This design comes from an exercise in tuning for small area, a short achievable clock period and few clock cycles per item on the open sky130 flow, not from production work. Only simulation tests tie the RTL to the original design; equivalence was not proved. In every run shown here, the design's own scripts or RTL, not TritonCTS, make the clock network. The flow treats the clock pin as an ideal source. Dropping or thinning the clock tree relies on that and would not hold on a real chip. Power is estimated from default activity; no workload was simulated.

==> design.v <==
module Log2(
  input clk,
  input reset,
  input h,
  output reg flag,
  input [7:0] in,
  output reg [7:0] out
);
  reg busy;
  wire [7:0] lut;
  always @(posedge clk or posedge reset) begin
    if (reset) begin
      busy <= 1'b0;
      flag <= 1'b0;
    end else begin
      busy <= h;
      flag <= busy | (flag & ~h);
    end
  end
  always @(posedge clk) begin
    if (busy)
      out <= lut;
    else if (h | ~flag)
      out <= in;
  end
  log2_lut u_lut (.x(out), .y(lut));
endmodule
module log2_lut(input [7:0] x, output [7:0] y);
  wire [7:0] oh;
  assign oh[7] = x[7];
  assign oh[6] = ~x[7] & x[6];
  assign oh[5] = ~|x[7:6] & x[5];
  assign oh[4] = ~|x[7:5] & x[4];
  assign oh[3] = ~|x[7:4] & x[3];
  assign oh[2] = ~|x[7:3] & x[2];
  assign oh[1] = ~|x[7:2] & x[1];
  assign oh[0] = ~|x[7:1];
  wire [2:0] p = {|oh[7:4], |{oh[7:6],oh[3:2]}, |{oh[7],oh[5],oh[3],oh[1]}};
  wire [13:0] xe = {x[6:0], 7'b0};
  wire [6:0] n = ({7{oh[7]}} & x[6:0]) | ({7{oh[6]}} & {x[5:0],1'b0}) | ({7{oh[5]}} & {x[4:0],2'b0})
               | ({7{oh[4]}} & {x[3:0],3'b0}) | ({7{oh[3]}} & {x[2:0],4'b0}) | ({7{oh[2]}} & {x[1:0],5'b0})
               | ({7{oh[1]}} & {x[0],6'b0});
  wire [4:0] g;
  g7 u_g (.n(n), .g(g));
  assign y = {p, g};
endmodule
module g7(input [6:0] n, output [4:0] g);
  wire new_n13, new_n14, new_n15, new_n16, new_n17, new_n19, new_n20,
    new_n21, new_n22, new_n23, new_n24, new_n25, new_n26, new_n27, new_n28,
    new_n29, new_n30, new_n31, new_n32, new_n33, new_n34, new_n35, new_n36,
    new_n37, new_n38, new_n39, new_n40, new_n41, new_n42, new_n43, new_n44,
    new_n45, new_n46, new_n47, new_n48, new_n49, new_n50, new_n51, new_n52,
    new_n53, new_n54, new_n55, new_n56, new_n57, new_n58, new_n59, new_n60,
    new_n61, new_n62, new_n63, new_n64, new_n65, new_n66, new_n68, new_n69,
    new_n70, new_n72, new_n73, new_n74, new_n75, new_n76, new_n77, new_n78,
    new_n80, new_n81, new_n82, new_n83, new_n84;
  assign new_n13 = n[2] & n[1];
  assign new_n14 = ~n[3] & ~new_n13;
  assign new_n15 = ~n[6] & n[5];
  assign new_n16 = n[4] & new_n15;
  assign new_n17 = ~new_n14 & new_n16;
  assign g[4] = n[6] | new_n17;
  assign new_n19 = n[4] & n[3];
  assign new_n20 = n[6] & n[5];
  assign new_n21 = ~n[6] & ~n[5];
  assign new_n22 = ~n[2] & new_n21;
  assign new_n23 = ~new_n20 & ~new_n22;
  assign new_n24 = n[3] & n[2];
  assign new_n25 = ~n[0] & ~new_n15;
  assign new_n26 = new_n24 & new_n25;
  assign new_n27 = n[6] & new_n19;
  assign new_n28 = n[1] & ~new_n27;
  assign new_n29 = ~new_n26 & new_n28;
  assign new_n30 = ~new_n19 & ~new_n21;
  assign new_n31 = n[0] & ~new_n30;
  assign new_n32 = n[4] & new_n21;
  assign new_n33 = ~new_n20 & ~new_n32;
  assign new_n34 = ~new_n31 & new_n33;
  assign new_n35 = ~n[2] & ~new_n34;
  assign new_n36 = ~new_n29 & ~new_n35;
  assign new_n37 = n[1] & n[0];
  assign new_n38 = n[6] & ~n[5];
  assign new_n39 = ~n[4] & ~n[3];
  assign new_n40 = ~n[1] & ~n[0];
  assign new_n41 = new_n39 & ~new_n40;
  assign new_n42 = ~new_n38 & new_n41;
  assign new_n43 = ~new_n27 & ~new_n42;
  assign new_n44 = ~new_n37 & ~new_n43;
  assign new_n45 = ~n[3] & n[0];
  assign new_n46 = ~n[6] & n[1];
  assign new_n47 = new_n45 & ~new_n46;
  assign new_n48 = ~n[5] & n[4];
  assign new_n49 = ~new_n40 & new_n48;
  assign new_n50 = ~new_n47 & new_n49;
  assign new_n51 = ~new_n44 & ~new_n50;
  assign new_n52 = ~new_n36 & new_n51;
  assign new_n53 = ~new_n19 & new_n21;
  assign new_n54 = ~new_n39 & ~new_n45;
  assign new_n55 = new_n53 & new_n54;
  assign new_n56 = ~n[4] & new_n20;
  assign new_n57 = n[2] & ~new_n56;
  assign new_n58 = ~new_n55 & new_n57;
  assign new_n59 = ~new_n52 & ~new_n58;
  assign new_n60 = new_n37 & new_n56;
  assign new_n61 = new_n29 & new_n58;
  assign new_n62 = ~new_n60 & ~new_n61;
  assign new_n63 = ~new_n59 & new_n62;
  assign new_n64 = ~new_n48 & ~new_n56;
  assign new_n65 = ~n[3] & new_n13;
  assign new_n66 = ~new_n64 & new_n65;
  assign g[0] = new_n63 | new_n66;
  assign new_n68 = ~new_n23 & g[0];
  assign new_n69 = new_n19 & ~new_n68;
  assign new_n70 = ~n[5] & ~new_n69;
  assign g[3] = ~new_n17 & ~new_n70;
  assign new_n72 = ~n[5] & new_n69;
  assign new_n73 = ~new_n17 & ~new_n72;
  assign new_n74 = ~n[4] & new_n21;
  assign new_n75 = ~new_n24 & new_n74;
  assign new_n76 = ~new_n68 & ~new_n75;
  assign new_n77 = ~new_n14 & new_n76;
  assign new_n78 = ~n[4] & ~new_n77;
  assign g[2] = new_n73 & ~new_n78;
  assign new_n80 = new_n14 & ~new_n76;
  assign new_n81 = n[4] & new_n73;
  assign new_n82 = n[3] & new_n61;
  assign new_n83 = new_n77 & ~new_n82;
  assign new_n84 = ~new_n81 & new_n83;
  assign g[1] = ~new_n80 & ~new_n84;
endmodule
==> flow/run.sh <==
#!/bin/bash
# Standard ORFS layout with these changes:
#  - synthesis maps the logic with the ABC script in flow/abc_area.script
#    (same synthesis script otherwise, so registers keep their names and types);
#  - port buffers are sky130_fd_sc_hd__buf_1 instead of the default delay buffer;
#  - the clock tree is a single clkbuf_8 between the clock port and the ten
#    registers (all registers get the same clock arrival), instead of an H-tree.
set -euo pipefail
rm -rf myscripts
cp -r "$FLOW_HOME/scripts" myscripts
cp flow/abc_area.script myscripts/abc_area.script
python3 - <<'PY'
p = 'myscripts/cts.tcl'
s = open(p).read()
old = 'log_cmd clock_tree_synthesis {*}$cts_args'
assert old in s
new = '''# place the one clock buffer at the centre of the registers it drives
set clk_net [[ord::get_db_block] findNet clk]
set sx 0
set sy 0
set sn 0
foreach iterm [$clk_net getITerms] {
  lassign [[$iterm getInst] getLocation] ix iy
  set sx [expr {$sx + $ix}]
  set sy [expr {$sy + $iy}]
  incr sn
}
set cx [ord::dbu_to_microns [expr {$sx / $sn}]]
set cy [ord::dbu_to_microns [expr {$sy / $sn}]]
puts "clock buffer at $cx $cy for $sn registers"
log_cmd insert_buffer -buffer_cell sky130_fd_sc_hd__clkbuf_8 -net [get_nets clk] -location [list $cx $cy] -buffer_name clkbuf_root -net_name clk_root
set_propagated_clock [all_clocks]'''
open(p, 'w').write(s.replace(old, new))
PY
bash standard.sh synth ABC_AREA=1 SCRIPTS_DIR="$PWD/myscripts" > synth.log 2>&1
bash standard.sh finish SCRIPTS_DIR="$PWD/myscripts" "BUFFER_PORTS_ARGS=-buffer_cell sky130_fd_sc_hd__buf_1" > layout.log 2>&1
==> flow/abc_area.script <==
strash
dch
map -D 1600
topo
upsize -D 1900
dnsize -D 1900
==> standard.sh <==
#!/bin/bash
# synth_recipe.tcl (not shown) runs the flow's synth.tcl, then flattens the netlist and writes it again
# the make line also repeats each setting of config.mk as NAME=value (left out here)
make -C /OpenROAD-flow-scripts/flow DESIGN_CONFIG=/design/flow/config.mk WORK_HOME=/design/flow/orfs CLKGATE_MAP_FILE= SYNTH_SCRIPT=/design/flow/synth_recipe.tcl "${@:-finish}"
==> config.mk <==
export PLATFORM = sky130hd
export DESIGN_NAME = Log2
export DESIGN_NICKNAME = Log2
export VERILOG_FILES = /design/flow/design.v
export SDC_FILE = /design/flow/constraint.sdc
export NUM_CORES = 4
export LEC_CHECK = 0
export CAP_MARGIN = 20
export CORE_AREA = 2.5 2.5 61.5 61.5
export DIE_AREA = 0 0 64 64
export SLEW_MARGIN = 20
==> constraint.sdc <==
create_clock -name core_clock -period 10.0 [get_ports {clk}]
set_input_delay 2.0000 -clock core_clock [delete_from_list [all_inputs] [get_ports {clk}]]
set_output_delay 2.0000 -clock core_clock [all_outputs]
set_load 0.01 [all_outputs]
==> flow_summary.toml, run 1 <==
[global_route]
grt_pass1_wl_um = 3880
grt_pass1_vias = 924
antenna_found_initial = 0
grt_max_degree = 13
grt.total_usage_pct = 11.1
gr-total-overflow = 0

[worst_setup_path]
crit_family = "flip-flops"
cp_num_buf_inv = 1
cp_max_fo = 9
arrival_ns = 0.84
crit_path_cell_trace = "buf_1"
startpoint_type = "flip-flop"
cpPeakStageDelay_ns = 0.51
crit_slowest_cell = "edfxtp_1"
path_class = "reg -> out"
required_ns = 8.00
worstSetupEndpointType = "output pin"

[flow_run]
drv.max_cap_violation_count = 0

[yosys]
ys_types = 26
syn_area_per_cell_um2 = 6.52
yosysSeqAreaShare_pct = 32.3
synthDominantCellAreaShare_pct = 26.7
synth_cells = 138
syn-cell-area_um2 = 900
synth_nets = 149
ys_seq_elements = 10
synth_area_leaders = "edfxtp_1 (27%), nand2_1 (13%), nor2_1 (8.8%), clkinv_1 (8.3%), o21ai_0 (6.1%)"
ys_warn_count = 1
post-synth-top-area-cell = "edfxtp_1"

[power]
leakagePower_nw = 0.362
max-vdd-ir-drop_v = 0.0000575
p_per_area_nw_per_um2 = 154

[clock_network]
cts_resized = 0
insertion_delay_ns = 0.13
path_clk_slew_ns = 0.07
hold_buffers = 0
cts_setup_buffers = 0

[worst_hold_path]
holdCritPathClass = "reg -> reg"

[route]
drc = 0
via_per_inst = 5.00
dr.pass1.iters = 4
ant_nets = 0
wl_per_cell_um = 11.2
vias = 1020
drt_iter0_drc = 54
postRouteWirelength_um = 2290

[sta]
setup_viol = 0
worstMarginPinSlew_ns = 0.473
period_share_pct = 28.4
fmax_mhz = 352
fin_setup_tns_ns = 0
fin_ws_ns = 7.16
rsz0062_at_grt = "no"
slew_violations = 0
max_slew_margin_pct = 68.1
skew_ns = 0.00106
timing_hold_violations_final = 0
period_needed_ns = 2.84

[placement]
numPortBuffers = 19
dp_worst_setup_slack_ns = 7.21
placed_area_um2 = 1030
detailed_place_hpwl_um = 1880
place_congestion = 0.877

[floorplan]
dieArea_um2 = 4100
die_y_um = 64
initial_core_util_pct = 27.0
pin_count = 20
core-area_um2 = 3340
num_rows = 21
die_w_um = 64

[finish]
drive_gt1_share_pct = 4.43
stdcell_area_um2 = 1040
diodes = 0
areaGrowthSynthToFinish_pct = 15.9
nNetsFinal = 171
n_fill_cell = 362

[status]
status = "timing/DRC/antenna clean"
[cells by family (layout without fill, tap and decap cells)]
group,count (synthesis),count (layout),synth area share (%)
and+or+nand+nor,69,69,32.8
AOI/OAI and AO/OA,38,38,26.1
buffers and inverters,21,41,8.76
DFF,10,10,32.3
[state kept, by name, summed over array words and instances, names as in the netlist]
name / flops
out: 8
busy: 1
flag: 1
[placed cells by master (no fill, tap or decap), types with 2 or more instances in the layout]
cell,synthesis,final
o21ai_2,2,2
nand3_1,6,6
nand4_1,3,3
nor2_2,2,2
a31oi_1,3,3
dfrtp_1,2,2
a21oi_1,8,8
clkinv_1,20,20
nand2_1,32,32
a22oi_1,5,5
o21ai_0,11,11
nor2_1,21,21
o22ai_1,2,2
nor3_1,2,2
buf_1,0,19
edfxtp_1,8,8
[cells in the mapped netlist]
cell	n
dfrtp_1	2
inv_2	1
nand2_1	32
o221ai_1	1
o21ai_2	2
a31oi_1	3
nor4_1	1
o41ai_1	1
o32ai_1	1
o21ai_1	1
and3_1	1
a22oi_1	5
a21boi_1	1
clkinv_1	20
o21ai_0	11
nand4_1	3
nor2_1	21
o31ai_1	1
nand4_2	1
a21oi_1	8
nor3_1	2
edfxtp_1	8
nor2_2	2
o211ai_1	1
nand3_1	6
o22ai_1	2
[stage by stage]
| stage | std cells | util (%) | power, mW | hold WS [ns] |
|---|---|---|---|---|
| 4_1_cts | 204 | 31.2 | 0.160 | 0.543 |
| 2_1_floorplan | 138 | - | 0.120 | 0.561 |
| 6_report | 204 | 31.2 | 0.161 | 0.540 |
| 3_5_place_dp | 203 | 30.8 | 0.141 | 0.533 |
| 5_1_grt | 204 | 31.2 | 0.174 | 0.614 |
| 3_3_place_gp | 203 | 30.8 | 0.143 | 0.523 |
[tightest hold or removal path: cells and delay by family (launching register included)]
| family | cells | cell delay [ns] |
|---|---|---|
| flip-flops | 1 | 0.38 |
| buffers and inverters | 1 | 0.06 |
| AO/OA/AOI/OAI | 1 | 0.06 |
[worst paths after layout]
check                                  from               end  slack, ns  cells after the start
setup / recovery           out[7]$_DFFE_PP_            out[7]       7.16                      1
hold / removal               flag$_DFF_PP0_    flag$_DFF_PP0_       0.54                      2
setup reg to reg           out[7]$_DFFE_PP_  out[1]$_DFFE_PP_       7.22                     16
hold reg to reg              flag$_DFF_PP0_    flag$_DFF_PP0_       0.54                      2
max in group asynchronous             reset    busy$_DFF_PP0_       8.24                      2
min in group asynchronous             reset    flag$_DFF_PP0_       1.66                      2
[area by class of cell, without the clock buffers]
| type | instances | area [um^2] | share of cell area, % |
|---|---|---|---|
| repair buffers | 19 | 71.3 | 6.84 |
| multi-input cells | 107 | 531 | 50.9 |
| well taps | 46 | 57.6 | 5.52 |
| inverters | 21 | 78.8 | 7.56 |
| flip-flops and latches | 10 | 290 | 27.9 |
[routing by layer]
layer  vias to the layer above  GRT usage, %  share of wire (%)
li1                        523             -                  -
met1                       445          16.3                 49
met3                         4         0.880                7.4
met4                         0          2.45                1.5
met2                        48          17.7                 42
met5                         -             0                  0
[power by group]
part | total (mW) | switching (mW) | internal (mW) | leakage [nW]
registers | 0.0620 | 0.00927 | 0.0527 | 0.104
logic | 0.0790 | 0.0531 | 0.0260 | 0.251
clock network | 0.0196 | 0.0105 | 0.00912 | 0.00719
Testbench counts, summed over its fixed seeds: cycles 8,192, conversions 4,096.
==> run 2, diff against run 1 <==
==> flow/abc_area.script (replaced) <==
strash
map -D 1600
topo
upsize -D 1900
dnsize -D 1900
==> run 2 against run 1 <==
Worst hold slack gained 0.020 ns; critical path depth up 15; total power is 28% higher; area after synthesis grew 25%; via count rose by 16%; sequential power up 12%; highest routed layer is now met3.
==> flow_summary.toml, run 2 <==
[route]
dr.pass1.iters = 4
drc = 0
via_per_inst = 5.20
vias = 1181
postRouteWirelength_um = 2760
drt_iter0_drc = 33
wl_per_cell_um = 12.2
ant_nets = 0

[finish]
nNetsFinal = 194
drive_gt1_share_pct = 13.8
top_regs = "out: 8 flops, busy: 1 flops, flag: 1 flops"
postLayoutCoreUtil_pct = 37.9
final_cells = 227
layout_commonest_cell = "nand2_1"
diodes = 0
n_fill_cell = 375
largest_register_ff_count = 8
areaGrowthSynthToFinish_pct = 12.7
layout_common_cells = "nand2_1 (34), clkinv_1 (20), buf_1 (19)"
stdcell_area_um2 = 1260
regMostFlops = "out"

[floorplan]
die_y_um = 64
die_w_um = 64
core-area_um2 = 3340
dieArea_um2 = 4100
initial_core_util_pct = 33.6
num_rows = 21
pin_count = 20

[sta]
fmax_mhz = 336
skew_ns = 0.000840
fin_setup_tns_ns = 0
worstMarginPinSlew_ns = 0.439
rsz0062_at_grt = "no"
timing_hold_violations_final = 0
slew_violations = 0
max_slew_margin_pct = 70.8
period_share_pct = 29.8
timing.hold.ws_ns = 0.560
setup_viol = 0
period_needed_ns = 2.98
fin_ws_ns = 7.02

[clock_network]
insertion_delay_ns = 0.13
path_clk_slew_ns = 0.06
hold_buffers = 0
cts_resized = 0
cts_setup_buffers = 0

[placement]
place_congestion = 0.835
numPortBuffers = 19
detailed_place_hpwl_um = 2180
placed_area_um2 = 1250
dp_worst_setup_slack_ns = 7.04
dp_cells = 226

[worst_setup_path]
cpPeakStageDelay_ns = 0.53
cp_max_fo = 8
crit_path_cell_trace = "nor2_2 > nand3_1 > nor3_2 > clkinv_1 > nand3b_1 > nand2_2 > nor2_1 > nor2_1 > o21ai_1 > inv_1 > o21bai_1 > a21oi_1 > nor4_1 > nand2_1 > nand3_1 > nand2_1"
worstSetupEndpointType = "flip-flop"
crit_slowest_cell = "edfxtp_1"
startpoint_type = "flip-flop"
path_class = "reg -> reg"
required_ns = 9.89
arrival_ns = 2.87

[power]
p_switching_mw = 0.102
max-vdd-ir-drop_v = 0.000103
leakagePower_nw = 0.445
power_frac_clock_pct = 8.9
p_sw_share_pct = 49.6
p_per_area_nw_per_um2 = 162
p_seq_share_pct = 33.9
internal-power_mw = 0.104
p_comb_share_pct = 57.3
power_mw = 0.205

[status]
status = "timing/DRC/antenna clean"

[yosys]
post-synth-top-area-cell = "edfxtp_1"
ys_warn_count = 1
synth_edf_count = 8
synth_nets = 172
yosys_most_used_dff = "edfxtp_1"
netlist_top_cells_count = "nand2_1 (34), clkinv_1 (20), nor2_1 (16), nand3_1 (10), o21ai_0 (9)"
yosysSeqAreaShare_pct = 25.9
syn-cell-area_um2 = 1120
yosysMostFrequentCell = "nand2_1"
syn_area_per_cell_um2 = 6.97
synthDominantCellAreaShare_pct = 21.4
synthArstFlopShare_pct = 20.0
synth_cells = 161
ys_seq_elements = 10
ys_types = 34
synth_area_leaders = "edfxtp_1 (21%), nand2_1 (11%), clkinv_1 (6.7%), nor2_1 (5.4%), dfrtp_1 (4.5%)"

[global_route]
grt_pass1_wl_um = 4620
grt_max_degree = 13
gr-total-overflow = 0
grt_pass1_vias = 1057
grt.total_usage_pct = 13.3
antenna_found_initial = 0

[flow_run]
drv.max_cap_violation_count = 0

[worst_hold_path]
holdCritPathClass = "reg -> reg"
[run 2: cell types whose count changed in the layout (fill, tap and decap cells not counted), moves of 3 or more]
cell	change
a22oi_1	-4
nand2_2	+3
nand3_1	+4
nand3_2	+3
nand4_1	+5
nor2_1	-5
o2111ai_2	+3
[run 2: final timing paths]
kind / startpoint / end / slack (ns) / cells past startpoint
worst max-delay path: out[6]$_DFFE_PP_ / out[1]$_DFFE_PP_ / 7.02 / 16
worst min-delay path: flag$_DFF_PP0_ / flag$_DFF_PP0_ / 0.56 / 2
worst max register to register: out[6]$_DFFE_PP_ / out[1]$_DFFE_PP_ / 7.02 / 16
min in group asynchronous: reset / flag$_DFF_PP0_ / 1.67 / 2
worst min register to register: flag$_DFF_PP0_ / flag$_DFF_PP0_ / 0.56 / 2
max in group asynchronous: reset / busy$_DFF_PP0_ / 8.23 / 2
[run 2: final cells by class, without the clock buffers]
class,count,area [um^2],area share (%)
multi-input cells,127,742,58.7
flip-flops and latches,10,290,22.9
inverters,24,90.1,7.12
repair buffers,19,71.3,5.64
well taps,46,57.6,4.55
[run 2: metal layers]
metal  wire length [um]  GRT usage (%)  vias up
li1                   -              -      621
met1               1370           18.8      532
met2               1290           22.9       28
met3                108          0.528        0
met4                  0           1.90        0
met5                  0              0        -
[run 2: critical path, delay by kind of cell (launching register included)]
kind            cells  cell delay, ns
buf+inv             2            0.17
compound gates      3            0.42
flops               1            0.53
simple gates       11            1.61
[run 2: power by group through the flow]
stage	logic, mW	clock network, mW	registers, mW
finish	0.118	0.0182	0.0695
global route	0.133	0.0192	0.0704
CTS	0.117	0.0186	0.0689
detailed placement	0.117	0	0.0698
global placement	0.119	0	0.0702
floorplan	0.0895	0	0.0689
[run 2: cells by family after synthesis]
kind of cell | share of synthesized area (%)
and+or+nand+nor | 39.8
DFF | 25.9
AOI/OAI and AO/OA | 26.3
buffers and inverters | 8.03
==> run 3, diff against run 2 <==
==> flow/abc_area.script (replaced) <==
strash
dch -f
map -D 1600
topo
upsize -D 1900
dnsize -D 1900
==> run 3 against run 2 <==
Still clean on timing, DRC and antenna; combinational power decreased by about 20%; die area unchanged; total power shrank 15%; via count decreased by 8.0%; area after synthesis is 15% lower; synthesized cell count decreased by 6.8%; first-iteration DRC count increased by 30%; design area fell by 13%; clock power hardly changed; largest cell class unchanged.
==> flow_summary.toml, run 3 <==
[yosys]
yosysMostFrequentCell = "nand2_1"
ys_seq_elements = 10
synth-compound-area-share_pct = 26.4
muxShareOfSynthArea_pct = 0
yosys.area_share.simple_pct = 33.5
synth-xor-area-share_pct = 0
netlist_top_cells_count = "nand2_1 (41), clkinv_1 (22), nor2_1 (19), a21oi_1 (10), o21ai_0 (10)"
ys_types = 26
synth_edf_count = 8
yosysSeqAreaShare_pct = 30.3
synth_nets = 161
post-synth-top-area-cell = "edfxtp_1"
syn-cell-area_um2 = 957
yosys_most_used_dff = "edfxtp_1"
synth_cells = 150
ys_warn_count = 1
synth_top_family_by_area = "simple AND/OR/NAND/NOR gates"
synth_area_leaders = "edfxtp_1 (25%), nand2_1 (16%), clkinv_1 (8.6%), nor2_1 (7.5%), a21oi_1 (5.2%)"
synthDominantCellAreaShare_pct = 25.1
synthArstFlopShare_pct = 20.0
syn_area_per_cell_um2 = 6.38
synthAdderAreaFrac_pct = 0

[floorplan]
initial_core_util_pct = 28.7
num_rows = 21
die_y_um = 64
dieArea_um2 = 4100
pin_count = 20
core-area_um2 = 3340
die_w_um = 64

[route]
drt_iter0_drc = 43
ant_nets = 0
wl_per_cell_um = 10.9
dr.pass1.iters = 4
via_per_inst = 5.03
vias = 1086
drc = 0
postRouteWirelength_um = 2360

[global_route]
grt_pass1_wl_um = 4080
grt_max_degree = 15
grt_pass1_vias = 967
antenna_found_initial = 0
grt.total_usage_pct = 11.5
gr-total-overflow = 0

[power]
max-vdd-ir-drop_v = 0.0000894
p_per_area_nw_per_um2 = 159
internal-power_mw = 0.0949
p_switching_mw = 0.0800
p_comb_share_pct = 53.7
power_frac_clock_pct = 10.5
leakagePower_nw = 0.399
p_sw_share_pct = 45.8
p_seq_share_pct = 35.9

[finish]
stdcell_area_um2 = 1100
areaGrowthSynthToFinish_pct = 14.9
diodes = 0
largest_register_ff_count = 8
top_regs = "out: 8 flops, busy: 1 flops, flag: 1 flops"
drive_gt1_share_pct = 3.53
regMostFlops = "out"
layout_commonest_cell = "nand2_1"
layout_common_cells = "nand2_1 (41), clkinv_1 (22), nor2_1 (19), buf_1 (19)"
nNetsFinal = 183

[worst_setup_path]
cp_max_fo = 9
arrival_ns = 2.75
required_ns = 9.88
startpoint_type = "flip-flop"
path_class = "reg -> reg"
worstSetupEndpointType = "flip-flop"

[clock_network]
path_clk_slew_ns = 0.06
insertion_delay_ns = 0.13
cts_resized = 0
cts_setup_buffers = 0
hold_buffers = 0

[sta]
max_slew_margin_pct = 69.7
setup_viol = 0
fmax_mhz = 348
skew_ns = 0.000189
timing.hold.ws_ns = 0.539
worstMarginPinSlew_ns = 0.449
slew_violations = 0
period_needed_ns = 2.88
rsz0062_at_grt = "no"
fin_setup_tns_ns = 0
timing_hold_violations_final = 0
period_share_pct = 28.8

[placement]
numPortBuffers = 19
placed_area_um2 = 1090
detailed_place_hpwl_um = 2000
place_congestion = 0.902

[worst_hold_path]
holdCritPathClass = "reg -> reg"

[flow_run]
drv.max_cap_violation_count = 0

[status]
status = "timing/DRC/antenna clean"
==> run 3: routing by layer <==
layer	global-route usage (%)	vias to the layer above	part of all wire [%]
li1	-	561	-
met3	0.704	2	5.6
met5	0	-	0
met1	17.0	477	48
met4	1.09	0	0.30
met2	19.1	46	46
==> run 3: through the flow <==
step | instances | total power [mW] | utilization (%) | setup slack (ns)
finish | 216 | 0.175 | 33.0 | 7.12
global placement | 215 | 0.159 | 32.5 | 7.12
global route | 216 | 0.192 | 33.0 | 6.78
CTS | 216 | 0.175 | 33.0 | 7.16
floorplan | 150 | 0.133 | - | 7.45
detailed placement | 215 | 0.157 | 32.5 | 7.19
==> run 3: area by class of cell, without the clock buffers <==
| class | count | area [um^2] |
|---|---|---|
| well taps | 46 | 57.6 |
| fillers | 374 | 2240 |
| inverters | 25 | 93.8 |
| repair buffers | 19 | 71.3 |
| multi-input cells | 115 | 573 |
| flip-flops and latches | 10 | 290 |
==> run 3: critical path, stage by stage, from the launching register on <==
cell and delay, ns:
edfxtp_1 0.49, nor2_1 0.17, nand3_1 0.13, nor2_1 0.25, nand2_1 0.08, nand2_1 0.26
nand2_1 0.15, o32a_1 0.38, o2bb2ai_1 0.16, a21oi_1 0.18, o211ai_1 0.13, a21oi_1 0.16
o22ai_1 0.08
==> run 3: final timing paths <==
| path | startpoint | cells past startpoint | to | slack, ns |
|---|---|---|---|---|
| setup / recovery | out[7]$_DFFE_PP_ | 12 | out[1]$_DFFE_PP_ | 7.12 |
| hold / removal | flag$_DFF_PP0_ | 2 | flag$_DFF_PP0_ | 0.54 |
| setup reg to reg | out[7]$_DFFE_PP_ | 12 | out[1]$_DFFE_PP_ | 7.12 |
| hold reg to reg | flag$_DFF_PP0_ | 2 | flag$_DFF_PP0_ | 0.54 |
| max in group asynchronous | reset | 2 | busy$_DFF_PP0_ | 8.23 |
| min in group asynchronous | reset | 2 | flag$_DFF_PP0_ | 1.67 |
==> run 3: cell families (layout without fill, tap and decap cells) <==
group | Yosys count | after routing
AND/OR/NAND/NOR | 76 | 76
buffers and inverters | 25 | 45
AO/OA/AOI/OAI | 39 | 39
flip-flops | 10 | 10
==> run 3: power groups by stage <==
stage	Clock [mW]	Combinational (mW)	Sequential, mW
final	0.0183	0.0939	0.0628
after CTS	0.0186	0.0939	0.0626
after floorplan	0	0.0686	0.0643
after detailed placement	0	0.0933	0.0635
after global routing	0.0204	0.107	0.0640
after global placement	0	0.0948	0.0642
==> run 4, diff against run 3 <==
==> flow/abc_area.script (replaced) <==
strash
dch
map -D 1700
topo
upsize -D 2000
dnsize -D 2000
==> run 4 against run 3 <==
Still clean on timing, DRC and antenna; largest cell class unchanged; synthesized cell count down 8.7%; utilization down 1.9 points; wire length about the same; highest routed layer unchanged; sequential share of layout area up 1.7 points; critical endpoint unchanged; critical path type unchanged.
==> flow_summary.toml, run 4 <==
[global_route]
grt_pass1_wl_um = 4150
grt_pass1_vias = 876
grt.total_usage_pct = 12.0
grt_max_degree = 12
gr-total-overflow = 0
antenna_found_initial = 0

[yosys]
ys_seq_elements = 10
yosys_most_used_dff = "edfxtp_1"
ys_types = 27
synth-xor-area-share_pct = 0
netlist_top_cells_count = "nand2_1 (32), nor2_1 (23), clkinv_1 (16)"
synth_nets = 148
yosysMostFrequentCell = "nand2_1"
synth_area_leaders = "edfxtp_1 (27%), nand2_1 (13%), nor2_1 (9.7%), clkinv_1 (6.7%), dfrtp_1 (5.6%)"
synth_top_family_by_area = "simple AND/OR/NAND/NOR gates"
yosys.area_share.simple_pct = 33.5
yosysSeqAreaShare_pct = 32.5
post-synth-top-area-cell = "edfxtp_1"
syn-cell-area_um2 = 892
muxShareOfSynthArea_pct = 0
syn_area_per_cell_um2 = 6.51
synthArstFlopShare_pct = 20.0
synth_edf_count = 8
synthDominantCellAreaShare_pct = 26.9
synthAdderAreaFrac_pct = 0
ys_warn_count = 1
synth-compound-area-share_pct = 25.5
synth_cells = 137

[floorplan]
initial_core_util_pct = 26.7
dieArea_um2 = 4100
die_w_um = 64
num_rows = 21
die_y_um = 64
core-area_um2 = 3340
pin_count = 20

[route]
vias = 1028
ant_nets = 0
wl_per_cell_um = 11.6
drt_iter0_drc = 53
drc = 0
postRouteWirelength_um = 2360
via_per_inst = 5.06
dr.pass1.iters = 4

[finish]
areaGrowthSynthToFinish_pct = 16.0
layout_common_cells = "nand2_1 (32), nor2_1 (23), buf_1 (19)"
top_regs = "out: 8 flops, busy: 1 flops, flag: 1 flops"
regMostFlops = "out"
nNetsFinal = 170
largest_register_ff_count = 8
diodes = 0
layout_commonest_cell = "nand2_1"
drive_gt1_share_pct = 6.37

[sta]
timing.hold.ws_ns = 0.546
period_needed_ns = 2.95
fin_setup_tns_ns = 0
setup_viol = 0
fin_ws_ns = 7.05
period_share_pct = 29.5
timing_hold_violations_final = 0
skew_ns = 0.000582
slew_violations = 0
fmax_mhz = 338
max_slew_margin_pct = 64.8
rsz0062_at_grt = "no"
worstMarginPinSlew_ns = 0.528

[status]
status = "timing/DRC/antenna clean"

[power]
p_sw_share_pct = 44.9
internal-power_mw = 0.0886
leakagePower_nw = 0.370
p_seq_share_pct = 37.9
p_switching_mw = 0.0722
p_comb_share_pct = 50.8
p_per_area_nw_per_um2 = 155
max-vdd-ir-drop_v = 0.0000751
power_frac_clock_pct = 11.3

[flow_run]
drv.max_cap_violation_count = 0

[clock_network]
cts_setup_buffers = 0
hold_buffers = 0
cts_resized = 0
insertion_delay_ns = 0.13
path_clk_slew_ns = 0.06

[worst_setup_path]
startpoint_type = "flip-flop"
r2r_end = "out[1]$_DFFE_PP_"
arrival_ns = 2.84
cp_max_fo = 7
reg2reg_depth = 16
r2r_setup_slack_ns = 7.05
path_class = "reg -> reg"
required_ns = 9.88
worstSetupEndpointType = "flip-flop"
r2r_start = "out[7]$_DFFE_PP_"

[placement]
place_congestion = 0.927
dp_worst_setup_slack_ns = 7.13
numPortBuffers = 19
detailed_place_hpwl_um = 1930

[worst_hold_path]
worstHoldStart = "flag$_DFF_PP0_"
hold-path-cell-count = 2
holdCritPathClass = "reg -> reg"
whs_endpoint = "flag$_DFF_PP0_"
[run 4: cell types whose count changed after synthesis, moves of 3 or more]
cell	delta
nand3_1	+5
nor3_1	-4
a21oi_1	-3
nor2_1	+4
a31oi_1	+3
clkinv_1	-6
nand2_1	-9
[run 4: worst max-delay path by stage]
stage	startpoint	end	slack, ns	depth (start not counted)
6_report	out[7]$_DFFE_PP_	out[1]$_DFFE_PP_	7.05	16
5_1_grt	out[7]$_DFFE_PP_	out[1]$_DFFE_PP_	6.71	16
4_1_cts	out[7]$_DFFE_PP_	out[1]$_DFFE_PP_	7.10	16
3_5_place_dp	out[7]$_DFFE_PP_	out[1]$_DFFE_PP_	7.13	16
3_3_place_gp	out[7]$_DFFE_PP_	out[1]$_DFFE_PP_	7.16	16
2_1_floorplan	out[7]$_DFFE_PP_	out[1]$_DFFE_PP_	7.43	16
[run 4: critical path: stages (launching register included)]
cell and delay (ns):
edfxtp_1 0.50, nor2_2 0.10, nand3_1 0.16, clkinv_1 0.08
a221oi_1 0.34, and3_2 0.34, nand2_1 0.11, nand4_1 0.08
o211ai_1 0.12, nor2_1 0.15, a31oi_1 0.05, o21ai_1 0.13
nand2_1 0.10, a22oi_2 0.16, nand3_1 0.09, a21oi_1 0.12
o21ai_1 0.07
[run 4: layer usage]
layer	part of all wire (%)	global-route usage, %	vias up
li1	-	-	527
met1	49	19.3	457
met2	45	17.8	42
met3	5.6	1.23	2
met4	0.34	0.543	0
met5	0	0	-
[run 4: area by class of cell, without the clock buffers]
class | count | area, um^2
fillers | 378 | 2300
well taps | 46 | 57.6
multi-input cells | 107 | 527
inverters | 20 | 75.1
flip-flops and latches | 10 | 290
repair buffers | 19 | 71.3
[run 4: kinds of logic (layout without fill, tap and decap cells)]
| kind of cell | Yosys count | in the layout |
|---|---|---|
| AOI/OAI and AO/OA | 36 | 36 |
| buffers and inverters | 20 | 40 |
| DFF | 10 | 10 |
| and+or+nand+nor | 71 | 71 |
[run 4: power groups by stage]
| stage | Clock [mW] | Sequential [mW] | Combinational [mW] |
|---|---|---|---|
| after floorplan | 0 | 0.0624 | 0.0585 |
| after global placement | 0 | 0.0619 | 0.0810 |
| after detailed placement | 0 | 0.0616 | 0.0805 |
| after CTS | 0.0186 | 0.0607 | 0.0809 |
| after global routing | 0.0215 | 0.0621 | 0.0943 |
| final | 0.0182 | 0.0609 | 0.0817 |
[run 4: through the flow]
stage	instance area (um^2)	utilization [%]	power, mW	instances
after floorplan	892	-	0.121	137
after CTS	1030	31.0	0.160	203
after global placement	1020	30.6	0.143	202
final	1030	31.0	0.161	203
after detailed placement	1020	30.6	0.142	202
after global routing	1030	31.0	0.178	203
==> run 5, diff against run 4 <==
==> flow/abc_area.script (replaced) <==
strash
dch
map -D 1800
topo
upsize -D 2000
dnsize -D 2000
==> run 5 against run 4 <==
Synthesized cell count fell by 1.5%; register-to-register slack worse by 0.12 ns; worst hold slack worse by 0.012 ns; fmax fell by 4.0%; via count decreased by 1.7%; setup slack got worse by 0.12 ns; clock power grew 3%; die area did not move; critical path type unchanged; critical endpoint is now out[2]$_DFFE_PP_.
==> flow_summary.toml, run 5 <==
[worst_setup_path]
crit_slowest_cell = "edfxtp_1"
worstSetupEndpointType = "flip-flop"
startpoint_type = "flip-flop"
cp_num_buf_inv = 0
cp.depth = 15
reg2reg_depth = 15
arrival_ns = 2.97
path_class = "reg -> reg"
crit_path_cell_trace = "nor2_2 > nand2_1 > nor2_1 > nand2_1 > o211ai_1 > nor2_2 > nor2_1 > nor2_1 > a31oi_2 > nand4_1 > o31ai_1 > o21ai_2 > nand2_2 > nand3_1 > a32o_1"
cpPeakStageDelay_ns = 0.49
cp_max_fo = 7
crit_family = "simple AND/OR/NAND/NOR gates"
required_ns = 9.89
worst_path_most_repeated_cell = "nor2_1"

[placement]
detailed_place_hpwl_um = 1910
place_congestion = 0.959
numPortBuffers = 19
dp_worst_setup_slack_ns = 6.99

[route]
wl_per_cell_um = 11.6
dr.pass1.iters = 4
via_per_inst = 5.03
postRouteWirelength_um = 2330
vias = 1011
ant_nets = 0
drc = 0
drt_iter0_drc = 117

[sta]
period_share_pct = 30.8
setup_viol = 0
max_slew_margin_pct = 71.0
worstMarginPinSlew_ns = 0.433
fin_ws_ns = 6.92
period_needed_ns = 3.08
fin_setup_tns_ns = 0
timing.hold.ws_ns = 0.534
skew_ns = 0.000608
slew_violations = 0
timing_hold_violations_final = 0
rsz0062_at_grt = "no"
fmax_mhz = 325

[finish]
postLayoutCoreUtil_pct = 31.5
diodes = 0
drive_gt1_share_pct = 7.74
largest_register_ff_count = 8
nNetsFinal = 168
areaGrowthSynthToFinish_pct = 15.7
n_fill_cell = 367
top_regs = "out: 8 flops, busy: 1 flops, flag: 1 flops"
layout_common_cells = "nand2_1 (33), clkinv_1 (21), buf_1 (19)"
register_area_um2 = 290
multi_input_area_um2 = 528
regMostFlops = "out"
layout_commonest_cell = "nand2_1"

[global_route]
grt.total_usage_pct = 11.7
grt_pass1_wl_um = 4060
gr-total-overflow = 0
grt_pass1_vias = 882
antenna_found_initial = 0
grt_max_degree = 13

[floorplan]
die_w_um = 64
core-area_um2 = 3340
num_rows = 21
initial_core_util_pct = 27.2
dieArea_um2 = 4100
die_y_um = 64
pin_count = 20

[clock_network]
cts_setup_buffers = 0
insertion_delay_ns = 0.13
hold_buffers = 0
cts_resized = 0
path_clk_slew_ns = 0.07

[yosys]
post-synth-top-area-cell = "edfxtp_1"
synth_edf_count = 8
synth_nets = 146
ys_warn_count = 1
syn_area_per_cell_um2 = 6.73
synthArstFlopShare_pct = 20.0
yosys_most_used_dff = "edfxtp_1"
yosysMostFrequentCell = "nand2_1"
netlist_top_cells_count = "nand2_1 (33), clkinv_1 (21), nor2_1 (18), edfxtp_1 (8)"
synth_area_leaders = "edfxtp_1 (26%), nand2_1 (14%), clkinv_1 (8.7%), nor2_1 (7.4%), dfrtp_1 (5.5%)"
syn-cell-area_um2 = 908
yosysSeqAreaShare_pct = 32.0
synthDominantCellAreaShare_pct = 26.4
ys_types = 31
ys_seq_elements = 10
synth_cells = 135

[flow_run]
drv.max_cap_violation_count = 0

[power]
max-vdd-ir-drop_v = 0.0000347
p_per_area_nw_per_um2 = 154
leakagePower_nw = 0.374

[status]
status = "timing/DRC/antenna clean"

[worst_hold_path]
holdCritPathClass = "reg -> reg"
hold-path-cell-count = 2
run 5: worst min-delay path: cells and delay by family (launching register included):
family / cells / cell delay [ns]
flops: 1 / 0.38
compound gates: 1 / 0.06
buf+inv: 1 / 0.06
run 5: kinds of logic (layout without fill, tap and decap cells):
group | count (synthesis) | after routing | synth area share, %
AO/OA/AOI/OAI | 34 | 34 | 26.2
AND/OR/NAND/NOR | 67 | 67 | 32.0
flip-flops | 10 | 10 | 32.0
buffers and inverters | 24 | 44 | 9.92
run 5: worst paths after layout:
kind                       slack, ns        startpoint               end
max                             6.92  out[7]$_DFFE_PP_  out[2]$_DFFE_PP_
min                             0.53    flag$_DFF_PP0_    flag$_DFF_PP0_
max reg2reg                     6.92  out[7]$_DFFE_PP_  out[2]$_DFFE_PP_
min reg2reg                     0.53    flag$_DFF_PP0_    flag$_DFF_PP0_
max in group asynchronous       8.24             reset    busy$_DFF_PP0_
min in group asynchronous       1.67             reset    flag$_DFF_PP0_
run 5: per-layer routing:
| layer | track usage [%] | wire, um | share of wire (%) | up-vias |
|---|---|---|---|---|
| met4 | 1.09 | 19 | 0.82 | 0 |
| met2 | 18.6 | 1030 | 44 | 23 |
| met1 | 17.2 | 1130 | 48 | 471 |
| met5 | 0 | 0 | 0 | - |
| met3 | 1.76 | 147 | 6.3 | 2 |
| li1 | - | - | - | 515 |
run 5: stage by stage:
step,area (um^2),instances,total power [mW]
after floorplan,908,135,0.122
after global placement,1040,200,0.144
after detailed placement,1040,200,0.143
after CTS,1050,201,0.161
after global routing,1050,201,0.175
final,1050,201,0.161
run 5: layout make-up, without the clock buffers:
| type | count | area share (%) |
|---|---|---|
| Timing Repair Buffer | 19 | 6.79 |
| Sequential cell | 10 | 27.6 |
| Tap cell | 46 | 5.48 |
| Multi-Input combinational cell | 101 | 50.2 |
| Inverter | 24 | 8.57 |
run 5: power breakdown:
group          internal [mW]  leakage [nW]  switching (mW)  total [mW]
sequential            0.0528         0.104         0.00829      0.0610
clock                0.00909       0.00719         0.00963      0.0187
combinational         0.0266         0.263          0.0551      0.0817
==> run 6, diff against run 5 <==
--- a/flow/run.sh
+++ b/flow/run.sh
@@ -33,4 +33,4 @@
 open(p, 'w').write(s.replace(old, new))
 PY
 bash standard.sh synth ABC_AREA=1 SCRIPTS_DIR="$PWD/myscripts" > synth.log 2>&1
-bash standard.sh finish SCRIPTS_DIR="$PWD/myscripts" "BUFFER_PORTS_ARGS=-buffer_cell sky130_fd_sc_hd__buf_1" > layout.log 2>&1
+bash standard.sh finish SETUP_SLACK_MARGIN=7.05 SETUP_MOVE_SEQUENCE=sizeup SCRIPTS_DIR="$PWD/myscripts" "BUFFER_PORTS_ARGS=-buffer_cell sky130_fd_sc_hd__buf_1" > layout.log 2>&1
==> flow/abc_area.script (replaced) <==
strash
dch
map -D 1600
topo
==> run 6 against run 5 <==
Still clean; total power rose by 5.4%; cell count grew 1.5%; design area is 6.2% higher; first-iteration DRC count shrank 54%; global-route usage is 0.12 points lower; worst hold slack better by 0.0095 ns; synthesized cell count up 2.2%; wire length is 10% higher; die area unchanged; area after synthesis is 2.9% lower; critical path type is now reg -> out; largest power group unchanged.
==> flow_summary.toml, run 6 <==
[worst_setup_path]
r2r_setup_slack_ns = 7.21
cp_num_buf_inv = 1
cp.depth = 1
arrival_ns = 0.89
crit_path_cell_trace = "buf_1"
reg2reg_depth = 16
crit_slowest_cell = "edfxtp_1"
startpoint_type = "flip-flop"
crit_family = "flip-flops"
cp-startpoint = "out[7]$_DFFE_PP_"
path_class = "reg -> out"
cp_max_fo = 9
r2r_start = "out[7]$_DFFE_PP_"
cpPeakStageDelay_ns = 0.56
r2r_end = "out[1]$_DFFE_PP_"
required_ns = 8.00
worstSetupEndpointType = "output pin"

[worst_hold_path]
whs_endpoint = "flag$_DFF_PP0_"
worstHoldStart = "flag$_DFF_PP0_"
hold-path-cell-count = 2
holdCritPathClass = "reg -> reg"

[global_route]
busiest_layer = "met2"
groute.layer.met1.usage_pct = 16.2
grt_pass1_wl_um = 4060
grt_util_met3_pct = 0.880
grt_use_met2_pct = 19.5
grt_pass1_vias = 934
grt.total_usage_pct = 11.6
grt_max_degree = 13
antenna_found_initial = 0
gr-total-overflow = 0

[yosys]
syn-cell-area_um2 = 882
post-synth-top-area-cell = "edfxtp_1"
netlist_top_cells_count = "nand2_1 (32), nor2_1 (23), clkinv_1 (21), o21ai_0 (14)"
ys_types = 21
yosysMostFrequentCell = "nand2_1"
synth_edf_count = 8
syn_area_per_cell_um2 = 6.39
synthArstFlopShare_pct = 20.0
synth_area_leaders = "edfxtp_1 (27%), nand2_1 (14%), nor2_1 (9.8%), clkinv_1 (8.9%), o21ai_0 (7.9%)"
ys_warn_count = 1
synth_cells = 138
yosys_most_used_dff = "edfxtp_1"
synth_nets = 149
synthDominantCellAreaShare_pct = 27.2
ys_seq_elements = 10
yosysSeqAreaShare_pct = 32.9

[floorplan]
die_y_um = 64
num_rows = 21
initial_core_util_pct = 26.4
core-area_um2 = 3340
die_w_um = 64
dieArea_um2 = 4100
pin_count = 20

[power]
leakagePower_nw = 0.383
p_per_area_nw_per_um2 = 153
max-vdd-ir-drop_v = 0.0000830

[route]
wl_per_cell_um = 12.6
drc = 0
ant_nets = 0
via_per_inst = 5.21
drt_iter0_drc = 54
vias = 1063
dr.pass1.iters = 5
postRouteWirelength_um = 2560

[placement]
place_congestion = 0.974
numPortBuffers = 19
detailed_place_hpwl_um = 1910
placed_area_um2 = 1010

[sta]
period_needed_ns = 2.89
period_share_pct = 28.9
rsz0062_at_grt = "yes"
setup_viol = 0
skew_ns = 0.000694
slew_violations = 0
worstMarginPinSlew_ns = 0.429
fin_setup_tns_ns = 0
fmax_mhz = 346
max_slew_margin_pct = 71.4
timing_hold_violations_final = 0

[finish]
diodes = 0
top_regs = "out: 8 flops, busy: 1 flops, flag: 1 flops"
stdcell_area_um2 = 1120
drive_gt1_share_pct = 15.2
regMostFlops = "out"
areaGrowthSynthToFinish_pct = 26.5
layout_commonest_cell = "nand2_1"
largest_register_ff_count = 8
layout_common_cells = "nand2_1 (27), buf_1 (19), nor2_1 (18), clkinv_1 (18), o21ai_0 (10)"
nNetsFinal = 171

[status]
status = "timing/DRC/antenna clean"

[flow_run]
drv.max_cap_violation_count = 0

[clock_network]
insertion_delay_ns = 0.13
path_clk_slew_ns = 0.07
cts_setup_buffers = 0
## run 6: report_power, final
| group | internal, mW | switching, mW | total [mW] |
|---|---|---|---|
| Sequential | 0.0528 | 0.0104 | 0.0632 |
| Combinational | 0.0284 | 0.0592 | 0.0876 |
| Clock | 0.00912 | 0.0104 | 0.0195 |
| Total | 0.0903 | 0.0800 | 0.170 |
## run 6: what timing repair did
action / 4_1_cts / 5_1_grt
setup endpoints to repair: 3 / 3
gates cloned: 0 / 0
hold buffers: 0 / 0
resized for setup: 2 / 29
## run 6: logic make-up (layout without fill, tap and decap cells)
group                  after synthesis  in the layout  share of synthesized area (%)
and+or+nand+nor                     69             69                           32.3
AOI/OAI and AO/OA                   38             38                           25.8
buffers and inverters               21             41                           8.94
DFF                                 10             10                           32.9
## run 6: layer usage
metal / up-vias / share of wire [%]
met5: - / 0
met4: 0 / 2.0
met3: 8 / 5.6
met2: 46 / 46
met1: 485 / 47
li1: 524 / -
## run 6: final cells by class, without the clock buffers
type | instances | area (um^2)
fill | 366 | 2220
multi-input combinational | 107 | 604
sequential | 10 | 290
inverter | 21 | 78.8
timing repair buffer | 19 | 71.3
tap | 46 | 57.6
## run 6: stage by stage
step                      util (%)  hold slack (ns)  cells  setup slack, ns  power (mW)
after global placement        30.3            0.524    203             6.99       0.140
after detailed placement      30.3            0.531    203             6.98       0.137
after floorplan                  -            0.561    138             7.33       0.116
after CTS                     30.8            0.542    204             7.06       0.157
after global routing          33.4            0.588    204             6.99       0.183
final                         33.4            0.544    204             7.11       0.170
## run 6: how the worst max path moves through the flow
stage | end
after floorplan | out[1]$_DFFE_PP_
after global placement | out[1]$_DFFE_PP_
after detailed placement | out[1]$_DFFE_PP_
after CTS | out[1]$_DFFE_PP_
after global routing | out[1]$_DFFE_PP_
final | out[7]
==> run 7, diff against run 6 <==
--- a/flow/run.sh
+++ b/flow/run.sh
@@ -33,4 +33,4 @@
 open(p, 'w').write(s.replace(old, new))
 PY
 bash standard.sh synth ABC_AREA=1 SCRIPTS_DIR="$PWD/myscripts" > synth.log 2>&1
-bash standard.sh finish SETUP_SLACK_MARGIN=7.05 SETUP_MOVE_SEQUENCE=sizeup SCRIPTS_DIR="$PWD/myscripts" "BUFFER_PORTS_ARGS=-buffer_cell sky130_fd_sc_hd__buf_1" > layout.log 2>&1
+bash standard.sh finish RECOVER_POWER=100 SETUP_SLACK_MARGIN=7.1 SETUP_MOVE_SEQUENCE=sizeup SCRIPTS_DIR="$PWD/myscripts" "BUFFER_PORTS_ARGS=-buffer_cell sky130_fd_sc_hd__buf_1" > layout.log 2>&1
==> flow/abc_area.script (replaced) <==
strash
dch
map -D 1600
topo
upsize -D 1900
dnsize -D 1900
==> run 7 against run 6 <==
Design area shrank 3.8%; largest cell class unchanged; clock skew is essentially flat; wire length shrank 5.5%; total power shrank 4.2%.
==> flow_summary.toml, run 7 <==
[floorplan]
pin_count = 20
num_rows = 21
die_w_um = 64
die_y_um = 64
core-area_um2 = 3340
initial_core_util_pct = 27.0
dieArea_um2 = 4100

[power]
p_sw_share_pct = 45.9
p_switching_mw = 0.0749
max-vdd-ir-drop_v = 0.0000595
power_mw = 0.163
p_comb_share_pct = 49.6
p_per_area_nw_per_um2 = 152
p_seq_share_pct = 38.3
power_frac_clock_pct = 12.1
leakagePower_nw = 0.376
internal-power_mw = 0.0882

[finish]
multi_input_area_um2 = 562
stdcell_area_um2 = 1070
areaGrowthSynthToFinish_pct = 19.3
layout_commonest_cell = "nand2_1"
diodes = 0
top_regs = "out: 8 flops, busy: 1 flops, flag: 1 flops"
nNetsFinal = 171
n_fill_cell = 363
drive_gt1_share_pct = 7.59
regMostFlops = "out"
register_area_um2 = 290
layout_common_cells = "nand2_1 (31), nor2_1 (23), clkinv_1 (19)"
largest_register_ff_count = 8

[placement]
placed_area_um2 = 1030
numPortBuffers = 19
detailed_place_hpwl_um = 1880
place_congestion = 0.877
dp_worst_setup_slack_ns = 7.21

[worst_setup_path]
crit_slowest_cell = "edfxtp_1"
r2r_start = "out[7]$_DFFE_PP_"
worstSetupEndpointType = "flip-flop"
arrival_ns = 3.00
cp.depth = 17
crit_family = "simple AND/OR/NAND/NOR gates"
r2r_end = "out[2]$_DFFE_PP_"
cp-endpoint = "out[2]$_DFFE_PP_"
crit_path_cell_trace = "nor2_1 > nand2_1 > nor2_1 > nand2_1 > o41ai_2 > nor2_1 > inv_2 > nand2_1 > nand4_1 > nand2_1 > a21oi_1 > nor2_1 > o21ai_0 > nand2_1 > nand3_1 > nand2_1 > o21ai_0"
startpoint_type = "flip-flop"
cp_max_fo = 9
cp_num_buf_inv = 1
cp-startpoint = "out[7]$_DFFE_PP_"
path_class = "reg -> reg"
r2r_setup_slack_ns = 6.98
required_ns = 9.98
worst_path_most_repeated_cell = "nand2_1"
cpPeakStageDelay_ns = 0.52
reg2reg_depth = 17

[global_route]
grt_pass1_vias = 924
gr-total-overflow = 0
grt_util_met3_pct = 0.880
grt_max_degree = 13
grt_pass1_wl_um = 3880
grt_use_met2_pct = 17.7
grt.total_usage_pct = 11.1
antenna_found_initial = 0
busiest_layer = "met2"
groute.layer.met1.usage_pct = 16.3

[sta]
fin_setup_tns_ns = 0
rsz0062_at_grt = "yes"
skew_ns = 0.00109
fmax_mhz = 331
worstMarginPinSlew_ns = 0.398
slew_violations = 0
timing.hold.ws_ns = 0.540
setup_viol = 0
period_share_pct = 30.2
fin_ws_ns = 6.98
period_needed_ns = 3.02
timing_hold_violations_final = 0
max_slew_margin_pct = 73.5

[yosys]
synth-compound-area-share_pct = 26.1
yosysSeqAreaShare_pct = 32.3
synth_top_family_by_area = "simple AND/OR/NAND/NOR gates"
syn_area_per_cell_um2 = 6.52
yosys_most_used_dff = "edfxtp_1"
synth_edf_count = 8
synth_nets = 149
synth-xor-area-share_pct = 0
synth_cells = 138
yosys.area_share.simple_pct = 32.8
synthAdderAreaFrac_pct = 0
muxShareOfSynthArea_pct = 0
yosysMostFrequentCell = "nand2_1"
ys_warn_count = 1
post-synth-top-area-cell = "edfxtp_1"
netlist_top_cells_count = "nand2_1 (32), nor2_1 (21), clkinv_1 (20), o21ai_0 (11)"
syn-cell-area_um2 = 900
synthArstFlopShare_pct = 20.0
ys_seq_elements = 10
synthDominantCellAreaShare_pct = 26.7
ys_types = 26
synth_area_leaders = "edfxtp_1 (27%), nand2_1 (13%), nor2_1 (8.8%), clkinv_1 (8.3%), o21ai_0 (6.1%)"

[route]
ant_nets = 0
postRouteWirelength_um = 2420
drt_iter0_drc = 64
drc = 0
dr.pass1.iters = 4
via_per_inst = 5.16
wl_per_cell_um = 11.9
vias = 1053

[clock_network]
path_clk_slew_ns = 0.07
cts_setup_buffers = 0
insertion_delay_ns = 0.13

[flow_run]
drv.max_cap_violation_count = 0

[worst_hold_path]
hold-path-cell-count = 2
holdCritPathClass = "reg -> reg"
worstHoldStart = "flag$_DFF_PP0_"

[status]
status = "timing/DRC/antenna clean"
[run 7: cell types whose count changed in the layout (fill, tap and decap cells not counted), moves of 2 or more]
cell and delta:
nor2_4 -3, nand2_2 -4, nor2_2 -2, o21ai_0 +2, nor2_1 +5, nand2_1 +4
[run 7: how the worst min path moves through the flow]
stage	endpoint	slack [ns]
floorplan	flag$_DFF_PP0_	0.56
global placement	flag$_DFF_PP0_	0.52
detailed placement	flag$_DFF_PP0_	0.53
CTS	flag$_DFF_PP0_	0.54
global route	flag$_DFF_PP0_	0.61
finish	flag$_DFF_PP0_	0.54
[run 7: what timing repair did]
item,in CTS,in global routing
gates resized for setup,0,14
setup endpoints to repair,0,3
hold buffers,0,0
[run 7: area by class of cell, without the clock buffers]
type	instances	area share [%]
tap	46	5.36
sequential	10	27.0
multi-input combinational	107	52.3
timing repair buffer	19	6.64
inverter	21	7.34
[run 7: power by group through the flow]
stage          Combinational, mW  Clock (mW)  Sequential (mW)
2_1_floorplan             0.0568           0           0.0633
5_1_grt                   0.0914      0.0209           0.0636
4_1_cts                   0.0786      0.0195           0.0618
6_report                  0.0809      0.0198           0.0624
3_3_place_gp              0.0797           0           0.0630
3_5_place_dp              0.0781           0           0.0627
[run 7: cells by family after synthesis]
logic type      after synthesis
compound gates               38
buf+inv                      21
simple gates                 69
flops                        10
[run 7: worst reg2reg max path, delay by kind of cell, from the launching register on]
kind / cells / cell delay, ns
buffers and inverters: 1 / 0.11
DFF: 1 / 0.52
AOI/OAI and AO/OA: 4 / 0.66
and+or+nand+nor: 12 / 1.56
[run 7: stage by stage]
| step | utilization [%] | instances |
|---|---|---|
| 6_report | 32.2 | 204 |
| 5_1_grt | 32.2 | 204 |
| 4_1_cts | 31.2 | 204 |
| 3_5_place_dp | 30.8 | 203 |
| 3_3_place_gp | 30.8 | 203 |
| 2_1_floorplan | - | 138 |
[run 7: layer usage]
metal | vias up | wire length [um]
met2 | 41 | 1080
li1 | 525 | -
met1 | 483 | 1160
met3 | 4 | 152
met4 | 0 | 34
met5 | - | 0
==> run 8, diff against run 7 <==
--- a/flow/run.sh
+++ b/flow/run.sh
@@ -33,4 +33,4 @@
 open(p, 'w').write(s.replace(old, new))
 PY
 bash standard.sh synth ABC_AREA=1 SCRIPTS_DIR="$PWD/myscripts" > synth.log 2>&1
-bash standard.sh finish RECOVER_POWER=100 SETUP_SLACK_MARGIN=7.1 SETUP_MOVE_SEQUENCE=sizeup SCRIPTS_DIR="$PWD/myscripts" "BUFFER_PORTS_ARGS=-buffer_cell sky130_fd_sc_hd__buf_1" > layout.log 2>&1
+bash standard.sh finish RECOVER_POWER=100 SCRIPTS_DIR="$PWD/myscripts" "BUFFER_PORTS_ARGS=-buffer_cell sky130_fd_sc_hd__buf_1" > layout.log 2>&1
==> run 8 against run 7 <==
Sequential cell count stayed put; area after synthesis stayed put; synthesized cell count stayed put; setup slack worse by 0.011 ns; utilization is 1.3 points lower; register-to-register slack hardly changed; combinational power is 4.7% lower; sequential power is 0.6% lower; worst hold slack hardly changed; first-iteration DRC count stayed put; critical path type unchanged.
==> flow_summary.toml, run 8 <==
[status]
status = "timing/DRC/antenna clean"

[yosys]
netlist_top_cells_count = "nand2_1 (32), nor2_1 (21), clkinv_1 (20), o21ai_0 (11)"
yosys_most_used_dff = "edfxtp_1"
yosysSeqAreaShare_pct = 32.3
synthArstFlopShare_pct = 20.0
synth_edf_count = 8
syn_area_per_cell_um2 = 6.52
post-synth-top-area-cell = "edfxtp_1"
synth_cells = 138
yosysMostFrequentCell = "nand2_1"
ys_warn_count = 1
ys_types = 26
ys_seq_elements = 10
syn-cell-area_um2 = 900
synthDominantCellAreaShare_pct = 26.7
synth_nets = 149
synth_area_leaders = "edfxtp_1 (27%), nand2_1 (13%), nor2_1 (8.8%), clkinv_1 (8.3%), o21ai_0 (6.1%)"

[worst_setup_path]
path_class = "reg -> reg"
arrival_ns = 3.01
cp_max_fo = 9
worstSetupEndpointType = "flip-flop"
startpoint_type = "flip-flop"
required_ns = 9.97

[finish]
layout_common_cells = "nand2_1 (32), nor2_1 (22), clkinv_1 (20)"
areaGrowthSynthToFinish_pct = 14.5
nNetsFinal = 171
largest_register_ff_count = 8
top_regs = "out: 8 flops, busy: 1 flops, flag: 1 flops"
regMostFlops = "out"
layout_commonest_cell = "nand2_1"
diodes = 0
drive_gt1_share_pct = 2.53

[route]
wl_per_cell_um = 11.3
vias = 1021
wl_met1_um = 1120
dr.pass1.iters = 4
routed.top_layer = "met4"
via_per_inst = 5.00
drt_iter0_drc = 64
ant_nets = 0
met2WireLength_um = 990
postRouteWirelength_um = 2300
route.met3.wl_um = 157
drc = 0

[floorplan]
die_y_um = 64
initial_core_util_pct = 27.0
die_w_um = 64
num_rows = 21
pin_count = 20
dieArea_um2 = 4100
core-area_um2 = 3340

[sta]
fin_setup_tns_ns = 0
timing_hold_violations_final = 0
rsz0062_at_grt = "no"
setup_viol = 0
worstMarginPinSlew_ns = 0.466
period_share_pct = 30.3
period_needed_ns = 3.03
skew_ns = 0.000960
slew_violations = 0
max_slew_margin_pct = 68.6
fmax_mhz = 330

[global_route]
grt_pass1_vias = 924
antenna_found_initial = 0
grt.total_usage_pct = 11.1
grt_pass1_wl_um = 3880
gr-total-overflow = 0
grt_max_degree = 13

[clock_network]
hold_buffers = 0
cts_resized = 0
path_clk_slew_ns = 0.07
cts_setup_buffers = 0
insertion_delay_ns = 0.13

[power]
p_per_area_nw_per_um2 = 154
max-vdd-ir-drop_v = 0.0000573
leakagePower_nw = 0.360
power_mw = 0.159

[worst_hold_path]
holdCritPathClass = "reg -> reg"

[placement]
numPortBuffers = 19
place_congestion = 0.877
detailed_place_hpwl_um = 1880

[flow_run]
drv.max_cap_violation_count = 0
run 8: worst paths after layout:
kind | slack [ns] | cells after the start | startpoint | endpoint
min in group asynchronous | 1.66 | 2 | reset | flag$_DFF_PP0_
worst max-delay path | 6.97 | 15 | out[7]$_DFFE_PP_ | out[2]$_DFFE_PP_
max in group asynchronous | 8.24 | 2 | reset | busy$_DFF_PP0_
worst min register to register | 0.54 | 2 | flag$_DFF_PP0_ | flag$_DFF_PP0_
worst min-delay path | 0.54 | 2 | flag$_DFF_PP0_ | flag$_DFF_PP0_
worst max register to register | 6.97 | 15 | out[7]$_DFFE_PP_ | out[2]$_DFFE_PP_
run 8: critical path: stages (launching register included):
cell	delay [ns]
edfxtp_1	0.51
nor2_1	0.25
nand2_1	0.15
nor2_1	0.19
nand2_1	0.08
nand4_1	0.22
nand2_1	0.20
nor2_1	0.19
nor2_1	0.08
nand2_1	0.12
o32ai_1	0.09
o21ai_0	0.30
nand2_1	0.15
nand3_1	0.12
nand2_1	0.06
o21ai_0	0.18
run 8: logic make-up after synthesis:
logic type	after synthesis	synth area share [%]
and+or+nand+nor	69	32.8
buffers and inverters	21	8.76
DFF	10	32.3
AOI/OAI and AO/OA	38	26.1
run 8: routing by layer:
metal  GRT usage [%]  up-vias
met2            17.7       43
met5               0        -
li1                -      523
met1            16.3      451
met3           0.880        4
met4            2.45        0
run 8: through the flow:
| stage | hold slack (ns) | instance area [um^2] | utilization (%) | instances | setup WS, ns |
|---|---|---|---|---|---|
| floorplan | 0.561 | 900 | - | 138 | 7.45 |
| global placement | 0.523 | 1030 | 30.8 | 203 | 7.21 |
| detailed placement | 0.533 | 1030 | 30.8 | 203 | 7.21 |
| CTS | 0.543 | 1040 | 31.2 | 204 | 7.16 |
| global route | 0.614 | 1030 | 30.9 | 204 | 6.55 |
| finish | 0.540 | 1030 | 30.9 | 204 | 6.97 |
run 8: layout make-up, without the clock buffers:
class                      count  area [um^2]
sequential                    10          290
inverter                      21         78.8
timing repair buffer          19         71.3
tap                           46         57.6
multi-input combinational    107          518
fill                         364         2310
run 8: report_power, final:
group / internal [mW] / switching, mW / total [mW]
sequential: 0.0527 / 0.00922 / 0.0620
combinational: 0.0248 / 0.0523 / 0.0771
clock: 0.00912 / 0.0104 / 0.0195
total: 0.0866 / 0.0720 / 0.159
==> run 9, diff against run 8 <==
--- a/flow/run.sh
+++ b/flow/run.sh
@@ -33,4 +33,4 @@
 open(p, 'w').write(s.replace(old, new))
 PY
 bash standard.sh synth ABC_AREA=1 SCRIPTS_DIR="$PWD/myscripts" > synth.log 2>&1
-bash standard.sh finish RECOVER_POWER=100 SCRIPTS_DIR="$PWD/myscripts" "BUFFER_PORTS_ARGS=-buffer_cell sky130_fd_sc_hd__buf_1" > layout.log 2>&1
+bash standard.sh finish SETUP_SLACK_MARGIN=7.25 SETUP_MOVE_SEQUENCE=sizeup SCRIPTS_DIR="$PWD/myscripts" "BUFFER_PORTS_ARGS=-buffer_cell sky130_fd_sc_hd__buf_1" > layout.log 2>&1
==> run 9 against run 8 <==
Sequential power increased by 2%; sequential cell count unchanged; synthesized cell count unchanged; first-iteration DRC count up 4.7%; register-to-register slack better by 0.41 ns; critical path depth fell by 14; fmax rose by 5.3%; cell count unchanged; sequential share of layout area down 2.8 points; total power up 7.8%; die area did not move; global-route usage stayed put.
==> flow_summary.toml, run 9 <==
[route]
vias = 1057
drc = 0
via_per_inst = 5.18
drt_iter0_drc = 67
wl_per_cell_um = 12.1
dr.pass1.iters = 4
ant_nets = 0
postRouteWirelength_um = 2470

[floorplan]
dieArea_um2 = 4100
initial_core_util_pct = 27.0
die_w_um = 64
pin_count = 20
num_rows = 21
die_y_um = 64
core-area_um2 = 3340

[finish]
nNetsFinal = 171
n_fill_cell = 368
diodes = 0
register_area_um2 = 290
multi_input_area_um2 = 628
regMostFlops = "out"
areaGrowthSynthToFinish_pct = 27.0
layout_commonest_cell = "nand2_1"
largest_register_ff_count = 8
top_regs = "out: 8 flops, busy: 1 flops, flag: 1 flops"
drive_gt1_share_pct = 17.1
stdcell_area_um2 = 1140
layout_common_cells = "nand2_1 (28), nor2_1 (19), buf_1 (17)"

[yosys]
yosysMostFrequentCell = "nand2_1"
netlist_top_cells_count = "nand2_1 (32), nor2_1 (21), clkinv_1 (20), o21ai_0 (11)"
synth_cells = 138
syn-cell-area_um2 = 900
yosysSeqAreaShare_pct = 32.3
synth_edf_count = 8
syn_area_per_cell_um2 = 6.52
yosys_most_used_dff = "edfxtp_1"
post-synth-top-area-cell = "edfxtp_1"
ys_warn_count = 1
synthArstFlopShare_pct = 20.0
synthDominantCellAreaShare_pct = 26.7
synth_nets = 149
synth_area_leaders = "edfxtp_1 (27%), nand2_1 (13%), nor2_1 (8.8%), clkinv_1 (8.3%), o21ai_0 (6.1%)"
ys_seq_elements = 10
ys_types = 26

[global_route]
busiest_layer = "met2"
gr-total-overflow = 0
groute.layer.met1.usage_pct = 16.3
grt_pass1_vias = 924
grt.total_usage_pct = 11.1
grt_pass1_wl_um = 3880
grt_max_degree = 13
grt_use_met2_pct = 17.7
grt_util_met3_pct = 0.880
antenna_found_initial = 0

[worst_setup_path]
path_class = "reg -> out"
worstSetupEndpointType = "output pin"
r2r_start = "out[7]$_DFFE_PP_"
cp_max_fo = 9
r2r_end = "out[1]$_DFFE_PP_"
reg2reg_depth = 16
required_ns = 8.00
crit_path_cell_trace = "buf_2"
crit_family = "flip-flops"
cpPeakStageDelay_ns = 0.54
r2r_setup_slack_ns = 7.38
startpoint_type = "flip-flop"
cp_num_buf_inv = 1
arrival_ns = 0.88
crit_slowest_cell = "edfxtp_1"

[placement]
place_congestion = 0.877
detailed_place_hpwl_um = 1880
placed_area_um2 = 1030
numPortBuffers = 19

[sta]
max_slew_margin_pct = 74.3
period_share_pct = 28.8
setup_viol = 0
slew_violations = 0
period_needed_ns = 2.88
rsz0062_at_grt = "yes"
worstMarginPinSlew_ns = 0.386
skew_ns = 0.000958
fin_setup_tns_ns = 0
fmax_mhz = 347
timing_hold_violations_final = 0

[power]
p_per_area_nw_per_um2 = 150
max-vdd-ir-drop_v = 0.0000617
leakagePower_nw = 0.426

[status]
status = "timing/DRC/antenna clean"

[worst_hold_path]
whs_endpoint = "flag$_DFF_PP0_"
hold-path-cell-count = 2
holdCritPathClass = "reg -> reg"
worstHoldStart = "flag$_DFF_PP0_"

[clock_network]
path_clk_slew_ns = 0.07
cts_setup_buffers = 0
insertion_delay_ns = 0.13

[flow_run]
drv.max_cap_violation_count = 0
## run 9: cell types whose count changed in the layout (fill, tap and decap cells not counted), moves of 3 or more
cell and delta:
clkinv_1 -5, inv_2 +5, nand2_1 -4, nor2_1 -3, nor2_4 +3
## run 9: how the worst max path moves through the flow
stage	startpoint	end	slack [ns]	depth (start not counted)
after floorplan	h	out[0]$_DFFE_PP_	7.45	2
after global placement	h	out[6]$_DFFE_PP_	7.21	3
after detailed placement	h	out[5]$_DFFE_PP_	7.21	3
after CTS	out[7]$_DFFE_PP_	out[7]	7.16	1
after global routing	out[3]$_DFFE_PP_	out[3]	7.08	1
final	out[7]$_DFFE_PP_	out[7]	7.12	1
## run 9: what timing repair did
item / CTS / global route
pin swaps: 0 / 0
endpoints found under the setup margin: 6 / 11
gates resized for setup: 0 / 31
hold buffers: 0 / 0
## run 9: power by group
group / switching [mW] / internal [mW]
clock: 0.0104 / 0.00912
combinational: 0.0589 / 0.0293
sequential: 0.0104 / 0.0527
## run 9: area by class of cell, without the clock buffers
class / instances / area share (%)
inverters: 21 / 6.90
multi-input cells: 107 / 55.0
flip-flops and latches: 10 / 25.4
well taps: 46 / 5.04
repair buffers: 19 / 6.46
## run 9: through the flow
stage	worst slack, ns	util [%]	cells	total power [mW]	hold slack [ns]
after floorplan	7.45	-	138	0.120	0.561
after global placement	7.21	30.8	203	0.143	0.523
after detailed placement	7.21	30.8	203	0.141	0.533
after CTS	7.16	31.2	204	0.160	0.543
after global routing	7.08	34.2	204	0.185	0.614
final	7.12	34.2	204	0.171	0.540
## run 9: per-layer routing
metal,wire length (um),share of wire [%]
met5,0,0
met4,42,1.7
met3,159,6.4
met2,1110,45
met1,1160,47
## run 9: logic make-up after synthesis
group                  synth area share [%]
AOI/OAI and AO/OA                      26.1
buffers and inverters                  8.76
DFF                                    32.3
and+or+nand+nor                        32.8

Check on run 9: ideal ports give 7.119 ns setup slack; a clkbuf_16 on the clock port and buf_2 on the inputs give 7.098 ns; moving port delays by the midpoint clock arrival (0.154 ns) as well gives 7.219 ns.
